Background: an optimization exercise with open tools, aiming at small area. Do not read the settings as production practice. Function was checked by simulation only, so behaviour that the tests miss may differ from the original. Power and IR drop assume default switching activity.

Setup of old:
Design top, start of the top module:
module top
(
    input               pclk,
    input               presetn,
    input   [31 : 0]    paddr,
    input   [31 : 0]    pwdata,
    input               psel,
    input               pwrite,
    input               penable,
    output  [31 : 0]    prdata
);
Size: ~330 cells after synthesis, about 140 flip-flops, about 100 I/O pins, roughly 5300 um2 of cells after synthesis.
==> flow/config.mk <==
export PLATFORM = sky130hd
export DESIGN_NAME = top
export DESIGN_NICKNAME = top
export VERILOG_FILES = /design/flow/design.v
export SDC_FILE = /design/flow/constraint.sdc
export NUM_CORES = 4
export LEC_CHECK = 0
export CAP_MARGIN = 20
export CORE_MARGIN = 2
export CORE_UTILIZATION = 40
export SLEW_MARGIN = 20
==> flow/constraint.sdc <==
create_clock -name core_clock -period 5.0 [get_ports {pclk}]
set_input_delay 1.0000 -clock core_clock [delete_from_list [all_inputs] [get_ports {pclk}]]
set_output_delay 1.0000 -clock core_clock [all_outputs]
set_load 0.01 [all_outputs]
standard.sh (not shown) runs the stock make flow with config.mk's settings and CLKGATE_MAP_FILE= SYNTH_SCRIPT=/design/flow/synth_recipe.tcl, a recipe that flattens the netlist after the stock synthesis.
==> flow/flow/run.sh <==
#!/bin/bash
# Standard ORFS layout (standard.sh, unchanged synthesis), with two changes:
#  - ports are buffered with the smallest buffer, sky130_fd_sc_hd__buf_1;
#  - CTS uses small clock buffers, larger sink clusters and no dummy loads.
set -euo pipefail
export BUFFER_PORTS_ARGS="-buffer_cell sky130_fd_sc_hd__buf_1"
export CTS_ARGS="-sink_clustering_enable -repair_clock_nets -dont_use_dummy_load -buf_list {sky130_fd_sc_hd__clkbuf_4 sky130_fd_sc_hd__clkbuf_8} -sink_clustering_size 30"
bash standard.sh > standard.log 2>&1
diff inputs: old => new
==> flow/flow/run.sh <==
#!/bin/bash
# Standard ORFS layout (standard.sh, with the standard flow's synthesis script), with these changes:
#  - ports are buffered with the smallest buffer, sky130_fd_sc_hd__buf_1;
#  - CTS uses small clock buffers, larger sink clusters and no dummy loads;
set -euo pipefail
here=$(pwd)
rm -rf "$here/scripts_local"
cp -r "$FLOW_HOME/scripts" "$here/scripts_local"
cp "$here/flow/abc_area.script" "$here/scripts_local/abc_area.script"
export SCRIPTS_DIR="$here/scripts_local"
export BUFFER_PORTS_ARGS="-buffer_cell sky130_fd_sc_hd__buf_1"
export CTS_ARGS="-sink_clustering_enable -repair_clock_nets -dont_use_dummy_load -buf_list {sky130_fd_sc_hd__clkbuf_4} -sink_clustering_size 30"
# the platform's don't-use list, plus the large buffers
platform_dont_use=$(make -s -C "$FLOW_HOME" DESIGN_CONFIG="$here/config.mk" WORK_HOME="$here/orfs" print-DONT_USE_CELLS | sed -n 's/^DONT_USE_CELLS: //p')
[[ -n "$platform_dont_use" ]]
dont_use="$platform_dont_use sky130_fd_sc_hd__buf_6 sky130_fd_sc_hd__buf_8 sky130_fd_sc_hd__buf_12 sky130_fd_sc_hd__buf_16 sky130_fd_sc_hd__bufbuf_8 sky130_fd_sc_hd__bufbuf_16"
bash standard.sh "DONT_USE_CELLS=$dont_use" finish > standard.log 2>&1
==> flow/flow/abc_area.script (new file) <==
&get -n
&st
&syn2
&dch -f
&nf -p -F 10 -A 10 -a -R 1000
&put
topo
dnsize -c
diff --git a/flow/config.mk b/flow/config.mk
--- a/flow/config.mk
+++ b/flow/config.mk
@@ -6,4 +6,5 @@
 export NUM_CORES = 4
 export LEC_CHECK = 0
+export ABC_AREA = 1
 export CAP_MARGIN = 20
 export CORE_MARGIN = 2
--- outcome ---
[compare] base=old new=new: cell area after technology mapping decreased 5.3%; compound-cell area share of the yosys netlist level; sequential fraction of design power increased 5.4 points; number of well taps saw a decrease; synthesized cell count decreased by about 11% relative to the old numbers. [new vs old] post-placement cell count: lower in new. Final estimated routing congestion in global placement (new over old): increase, 6.9%. Share of cells above drive strength 1 across new and old: no real change. new reached the final stage; the timing, design-rule and antenna checks on its layout passed.

top again, from the RTL that the note above started with.
## top
module top
(
    input               pclk,
    input               presetn,
    input   [31 : 0]    paddr,
    input   [31 : 0]    pwdata,
    input               psel,
    input               pwrite,
    input               penable,
    output  [31 : 0]    prdata
);
Settings: LEC_CHECK=0, ABC_AREA=1, CAP_MARGIN=20, CORE_MARGIN=2, CORE_UTILIZATION=40, SLEW_MARGIN=20; clock period 5.0 ns.
==> flow/flow/run.sh <==
#!/bin/bash
# Standard ORFS layout (standard.sh, with the standard flow's synthesis script), with these changes:
#  - ports are buffered with the smallest buffer, sky130_fd_sc_hd__buf_1;
#  - CTS uses small clock buffers, larger sink clusters and no dummy loads.
# Each tool's output is in orfs/logs; make's output is in standard.log.
set -euo pipefail
here=$(pwd)
rm -rf "$here/scripts_local"
cp -r "$FLOW_HOME/scripts" "$here/scripts_local"
cp "$here/flow/abc_area.script" "$here/scripts_local/abc_area.script"
export SCRIPTS_DIR="$here/scripts_local"
export BUFFER_PORTS_ARGS="-buffer_cell sky130_fd_sc_hd__buf_1"
export CTS_ARGS="-sink_clustering_enable -repair_clock_nets -dont_use_dummy_load -buf_list {sky130_fd_sc_hd__clkbuf_4} -sink_clustering_size 30"
bash standard.sh > standard.log 2>&1
==> flow/flow/abc_area.script <==
&get -n
&st
&syn2
&dch -f
&nf -p -F 10 -A 10 -a -R 1000
&put
topo
dnsize -c
The baseline finished clean.
Next try:
--- a/flow/flow/run.sh
+++ b/flow/flow/run.sh
@@ -13 +13 @@
-export CTS_ARGS="-sink_clustering_enable -repair_clock_nets -dont_use_dummy_load -buf_list {sky130_fd_sc_hd__clkbuf_4} -sink_clustering_size 30"
+export CTS_ARGS="-sink_clustering_enable -repair_clock_nets -dont_use_dummy_load -buf_list {sky130_fd_sc_hd__clkbuf_4 sky130_fd_sc_hd__clkbuf_8} -sink_clustering_size 30"
Effect: The new run went through all stages and came out clean; wire length stays flat; clock skew is unchanged; total power increases by roughly a tenth; synthesized area stays the same; via count goes up slightly; combinational power stays flat; core utilization rose by 0.85 points; clock power went up by a quarter to a third; die area is unchanged; register-to-register slack hardly moves.

[separate check: timing with driven ports]
How much do the figures lean on ideal ports? The routed layouts below were timed once more, with nothing changed but the port constraints.
Step 1 sets driving cells, clkbuf_16 on the clock port and buf_2 on the other inputs (assumed; they add their load-dependent delay and slew).
Step 2 also shifts input and output timing later by t, the mid clock arrival at the registers, as if the neighbouring blocks saw the same clock.
Slacks: ideal ports / drivers / drivers and shift; pairs: ideal ports / drivers.
run	t (ns)	slack for setup (ns)	hold WS [ns]	pins driven straight from the clock port
old	0.445	1.014 / 0.979 / 1.424	0.462 / 0.462 / 0.462	1
new	0.522	1.294 / 1.263 / 1.521	0.492 / 0.492 / 0.492	1
the first run of note 2	0.532	1.164 / 1.135 / 1.666	0.492 / 0.492 / 0.492	1
the second run of note 2	0.450	1.265 / 1.234 / 1.684	0.486 / 0.486 / 0.486	1
After both steps setup and hold are still met in every run listed.
